From an optimization exercise on the open Yosys and OpenROAD flow, aimed at small area; shortcuts taken in it are not production practice. The RTL was checked by simulation tests, not by an equivalence proof against the original design. No driver is modelled on the clock port, so clocking that relies on it looks cheaper here than on a real chip. No activity file was given, so power comes from the tool's default toggle rates.

## APB_top
module APB_top #(parameter
    size = 32,
    addr = 8
) (
    input                 clk_APB,
    input                 rst,
    input                 MIW,
    input                 MISEL,
    input  [size-1 : 0]   MIDATA,
    input  [addr-1 : 0]   MIADDR,
    output [size-1 : 0]   MODATA,
    output [size-1 : 0]   PRESCALAR
);
Size in the first run: ~330 cells after synthesis, roughly 170 flip-flops, roughly 110 I/O pins, about 6000 um^2 of cells after synthesis.
clock: 6.0 ns
lec_check: 0
cap_margin: 20
core_margin: 2
core_utilization: 40
place_density: 0.6
slew_margin: 20
standard.sh (not shown) runs the stock make flow with config.mk's settings and CLKGATE_MAP_FILE= SYNTH_SCRIPT=/design/flow/synth_recipe.tcl, a recipe that flattens the netlist after the stock synthesis.
==> flow/flow/run.sh <==
#!/bin/bash
# The standard layout (standard.sh) with three changes that only affect cell choice:
#  * synthesis is the standard synthesis script, but ABC maps the combinational
#    logic with an area-oriented script (flow/area.abc) instead of abc_speed;
#    flip-flop mapping, flattening and renaming are unchanged;
#  * port buffers are buf_1 instead of the buffer buffer_ports picks by default;
#  * CTS uses small clock buffers and inserts no dummy loads.
set -euo pipefail
W=$PWD
sed "s#source \$::env(SCRIPTS_DIR)/synth.tcl#source $W/my_synth.tcl#" synth_recipe.tcl > my_synth_recipe.tcl
grep -q "source $W/my_synth.tcl" my_synth_recipe.tcl
sed "s#log_cmd abc {\*}\$abc_args#log_cmd abc -script $W/flow/area.abc {*}[lrange \$abc_args 2 end]#" \
    "$FLOW_HOME/scripts/synth.tcl" > my_synth.tcl
grep -q "flow/area.abc" my_synth.tcl
sed "s#SYNTH_SCRIPT=[^ ]*synth_recipe.tcl#SYNTH_SCRIPT=$W/my_synth_recipe.tcl#" standard.sh > my_standard.sh
grep -q "my_synth_recipe.tcl" my_standard.sh
export BUFFER_PORTS_ARGS="-buffer_cell sky130_fd_sc_hd__buf_1"
export CTS_ARGS="-sink_clustering_enable -repair_clock_nets -dont_use_dummy_load -buf_list {sky130_fd_sc_hd__clkbuf_4 sky130_fd_sc_hd__clkbuf_8}"
bash my_standard.sh > standard.log 2>&1
==> flow/flow/area.abc <==
&get -n
&st
&dch -f
&nf -R 1000
&st
&syn2
&dch -f
&nf -R 1000
&put
Change:
--- a/flow/flow/run.sh
+++ b/flow/flow/run.sh
@@ -7 +7,2 @@
-#  * CTS uses small clock buffers and inserts no dummy loads.
+#  * CTS uses clkbuf_4 and inserts no dummy loads; flow/post_cts.tcl then
+#    sizes each leaf buffer for the slew at its flip-flops.
@@ -18 +19,2 @@
-export CTS_ARGS="-sink_clustering_enable -repair_clock_nets -dont_use_dummy_load -buf_list {sky130_fd_sc_hd__clkbuf_4 sky130_fd_sc_hd__clkbuf_8}"
+export CTS_ARGS="-sink_clustering_enable -repair_clock_nets -dont_use_dummy_load -buf_list {sky130_fd_sc_hd__clkbuf_4}"
+export POST_CTS_TCL=$W/flow/post_cts.tcl
==> flow/flow/post_cts.tcl (new file) <==
set target 0.110
if { [info exists ::env(CLK_SLEW_TARGET)] } { set target $::env(CLK_SLEW_TARGET) }
set sizes {sky130_fd_sc_hd__clkbuf_2 sky130_fd_sc_hd__clkbuf_4 sky130_fd_sc_hd__clkbuf_8 sky130_fd_sc_hd__clkbuf_16}

proc leaf_max_slew { inst } {
  set net [[$inst findITerm X] getNet]
  set m 0
  foreach it [$net getITerms] {
    if { [$it isOutputSignal] } { continue }
    set p [get_pins [[$it getInst] getName]/[[$it getMTerm] getName]]
    set s [get_property $p slew_max]
    if { $s > $m } { set m $s }
  }
  return $m
}

set block [ord::get_db_block]
set leaves {}
foreach inst [$block getInsts] {
  if { ![string match sky130_fd_sc_hd__clkbuf_* [[$inst getMaster] getName]] } { continue }
  set net [[$inst findITerm X] getNet]
  if { $net eq "NULL" } { continue }
  if { [$net getSigType] ne "CLOCK" } { continue }
  set leaf 1
  foreach it [$net getITerms] {
    if { [$it isOutputSignal] } { continue }
    if { [string match *clkbuf* [[[$it getInst] getMaster] getName]] } { set leaf 0 }
  }
  if { $leaf } { lappend leaves $inst }
}
estimate_parasitics -placement
foreach inst $leaves {
  foreach sz $sizes {
    replace_cell [$inst getName] $sz
    estimate_parasitics -placement
    if { [leaf_max_slew $inst] <= $target } { break }
  }
  puts "post_cts: [$inst getName] -> $sz, estimated slew [leaf_max_slew $inst]"
}
detailed_placement
check_placement -verbose
estimate_parasitics -placement
CORE_UTILIZATION = 70   (was 40)
PLACE_DENSITY = 0.8   (was 0.6)
Outcome: Synthesized area is unchanged. Routed wire length shrinks by 7.9%. Fmax drops by 5.5%. Clock power went down by 19%. Worst setup slack degrades by 260 ps. Via count came out higher by 1.4%. Design area is lower by 2.2%. Power falls by 5.5%. Hold slack gains 30 ps. Critical path depth rises by 1.
Change:
--- a/flow/flow/run.sh
+++ b/flow/flow/run.sh
@@ -8 +8 @@
-#    sizes each leaf buffer for the slew at its flip-flops.
+#    upsizes the leaf buffers with the most flip-flops to clkbuf_8.
@@ -20,0 +21 @@
+export CLK_LEAF_UPSIZE_FANOUT=11
==> flow/flow/post_cts.tcl (replaced) <==
# After CTS: a leaf clock buffer (clkbuf_4) that drives many flip-flops is
# upsized to clkbuf_8, so that the flip-flop clock pins keep a sharp slew;
# the rest of the tree stays clkbuf_4. Then placement is legalised again.
set thr $::env(CLK_LEAF_UPSIZE_FANOUT)
set block [ord::get_db_block]
set n 0
foreach inst [$block getInsts] {
  if { [[$inst getMaster] getName] ne "sky130_fd_sc_hd__clkbuf_4" } { continue }
  set net [[$inst findITerm X] getNet]
  if { $net eq "NULL" } { continue }
  set loads [expr { [llength [$net getITerms]] - 1 }]
  if { $loads >= $thr } {
    replace_cell [$inst getName] sky130_fd_sc_hd__clkbuf_8
    incr n
  }
}
puts "post_cts: upsized $n clock buffers to clkbuf_8"
detailed_placement
check_placement -verbose
CORE_UTILIZATION = 40   (was 70)
PLACE_DENSITY = 0.6   (was 0.8)
Result: Synthesized area does not change. Via count went down by 2.0%. Synthesized cell count does not change. Final cell count rose by 13%. Non-clock buffer count came out lower by 2. Total power is higher by 2.8%.
Change:
--- a/flow/flow/run.sh
+++ b/flow/flow/run.sh
@@ -7,2 +7 @@
-#  * CTS uses clkbuf_4 and inserts no dummy loads; flow/post_cts.tcl then
-#    upsizes the leaf buffers with the most flip-flops to clkbuf_8.
+#  * CTS uses small clock buffers and inserts no dummy loads.
@@ -19,3 +18 @@
-export CTS_ARGS="-sink_clustering_enable -repair_clock_nets -dont_use_dummy_load -buf_list {sky130_fd_sc_hd__clkbuf_4}"
-export POST_CTS_TCL=$W/flow/post_cts.tcl
-export CLK_LEAF_UPSIZE_FANOUT=11
+export CTS_ARGS="-sink_clustering_enable -repair_clock_nets -dont_use_dummy_load -sink_clustering_size 10 -sink_clustering_max_diameter 60 -buf_list {sky130_fd_sc_hd__clkbuf_4 sky130_fd_sc_hd__clkbuf_8}"
CAP_MARGIN = 0   (was 20)
CORE_UTILIZATION = 60   (was 40)
PLACE_DENSITY = 0.75   (was 0.6)
SLEW_MARGIN = 0   (was 20)
removed: flow/flow/post_cts.tcl
Effect:
- The new run completed with no timing, DRC or antenna violations
- via count is lower slightly
- register-to-register slack is worse by 110 ps
- clock power rises by roughly a tenth
- total power rose by a few percent
- global-route usage increases by 6.8 points
- sequential power barely changes
Change:
==> flow/run.sh (new file) <==
#!/bin/bash
# synth_recipe.tcl (not shown) runs the flow's synth.tcl, then flattens the netlist and writes it again
# the make line also repeats each setting of config.mk as NAME=value (left out here)
make -C /OpenROAD-flow-scripts/flow DESIGN_CONFIG=/design/flow/config.mk WORK_HOME=/design/flow/orfs CLKGATE_MAP_FILE= SYNTH_SCRIPT=/design/flow/synth_recipe.tcl finish
CAP_MARGIN = 20   (was 0)
CORE_UTILIZATION = 40   (was 60)
PLACE_DENSITY = 0.6   (was 0.75)
SLEW_MARGIN = 20   (was 0)
removed: flow/flow/run.sh
removed: flow/flow/area.abc
removed: flow/standard.sh
Routed wire length climbs by about 26%.
Fmax fell by about 7.5%.
Cell area grows by about 23%.
Change:
==> flow/flow/run.sh (new file) <==
#!/bin/bash
# Standard layout (bash standard.sh), with two changes that only affect cell choice:
#  * port buffers are buf_1 instead of the buffer buffer_ports picks by default;
#  * CTS uses small clock buffers and inserts no dummy loads.
set -euo pipefail
export BUFFER_PORTS_ARGS="-buffer_cell sky130_fd_sc_hd__buf_1"
export CTS_ARGS="-sink_clustering_enable -repair_clock_nets -dont_use_dummy_load -buf_list {sky130_fd_sc_hd__clkbuf_4 sky130_fd_sc_hd__clkbuf_8}"
bash standard.sh > standard.log 2>&1
==> flow/standard.sh (new file) <==
#!/bin/bash
# synth_recipe.tcl (not shown) runs the flow's synth.tcl, then flattens the netlist and writes it again
# the make line also repeats each setting of config.mk as NAME=value (left out here)
make -C /OpenROAD-flow-scripts/flow DESIGN_CONFIG=/design/flow/config.mk WORK_HOME=/design/flow/orfs CLKGATE_MAP_FILE= SYNTH_SCRIPT=/design/flow/synth_recipe.tcl "${@:-finish}"
removed: flow/run.sh
The changed run went through all stages and came out clean.
Clock power went down by 48%.
Global-route usage rises by 0.20 points.
Setup slack gets better by 660 ps.
Utilization drops by 6.5 points.
Count of clock-buffer cells in the layout fell by 2.
Routed wire length came out higher by 3.2%.

## re-timing with driven ports
The flow's constraints put no driver on any port. The routed layouts listed below were extracted and timed again, unchanged, in two steps. Step 1 (the two cells are an assumption about what drives the block):
set clk [get_ports {clk_APB}]
set_driving_cell -lib_cell sky130_fd_sc_hd__clkbuf_16 $clk
set_driving_cell -lib_cell sky130_fd_sc_hd__buf_2 [delete_from_list [all_inputs] $clk]
Step 2 adds t to the input delays and takes it off the output delays; t is the mean of the earliest and latest rising clock arrival at the registers after step 1. Input paths then give back, and output paths get back, about the clock's delay inside the block. Three values: no drivers, after step 1, after step 2; two values: the first two.
run	t (ns)	setup slack, ns	worst hold slack (ns)	worst setup path after step 2	worst data-port slew with drivers (ns)
the first run	0.463	1.617 / 1.583 / 1.936	0.372 / 0.372 / 0.372	input to output	0.06
the second run	0.549	1.361 / 1.326 / 1.763	0.402 / 0.402 / 0.402	input to output	0.05
the third run	0.459	1.612 / 1.578 / 1.943	0.413 / 0.413 / 0.413	input to output	0.06
the fourth run	0.461	1.533 / 1.500 / 1.844	0.390 / 0.390 / 0.390	input to output	0.05
the fifth run	0.466	1.174 / 1.132 / 1.132	0.385 / 0.385 / 0.385	input to output	0.05
the sixth run	0.476	1.836 / 1.815 / 1.815	0.374 / 0.374 / 0.374	input to output	0.06
After both steps setup and hold are still met in every run listed. For the fifth run, which loses most, drivers alone change the setup slack by -0.042 ns; drivers and shift together by -0.042 ns.
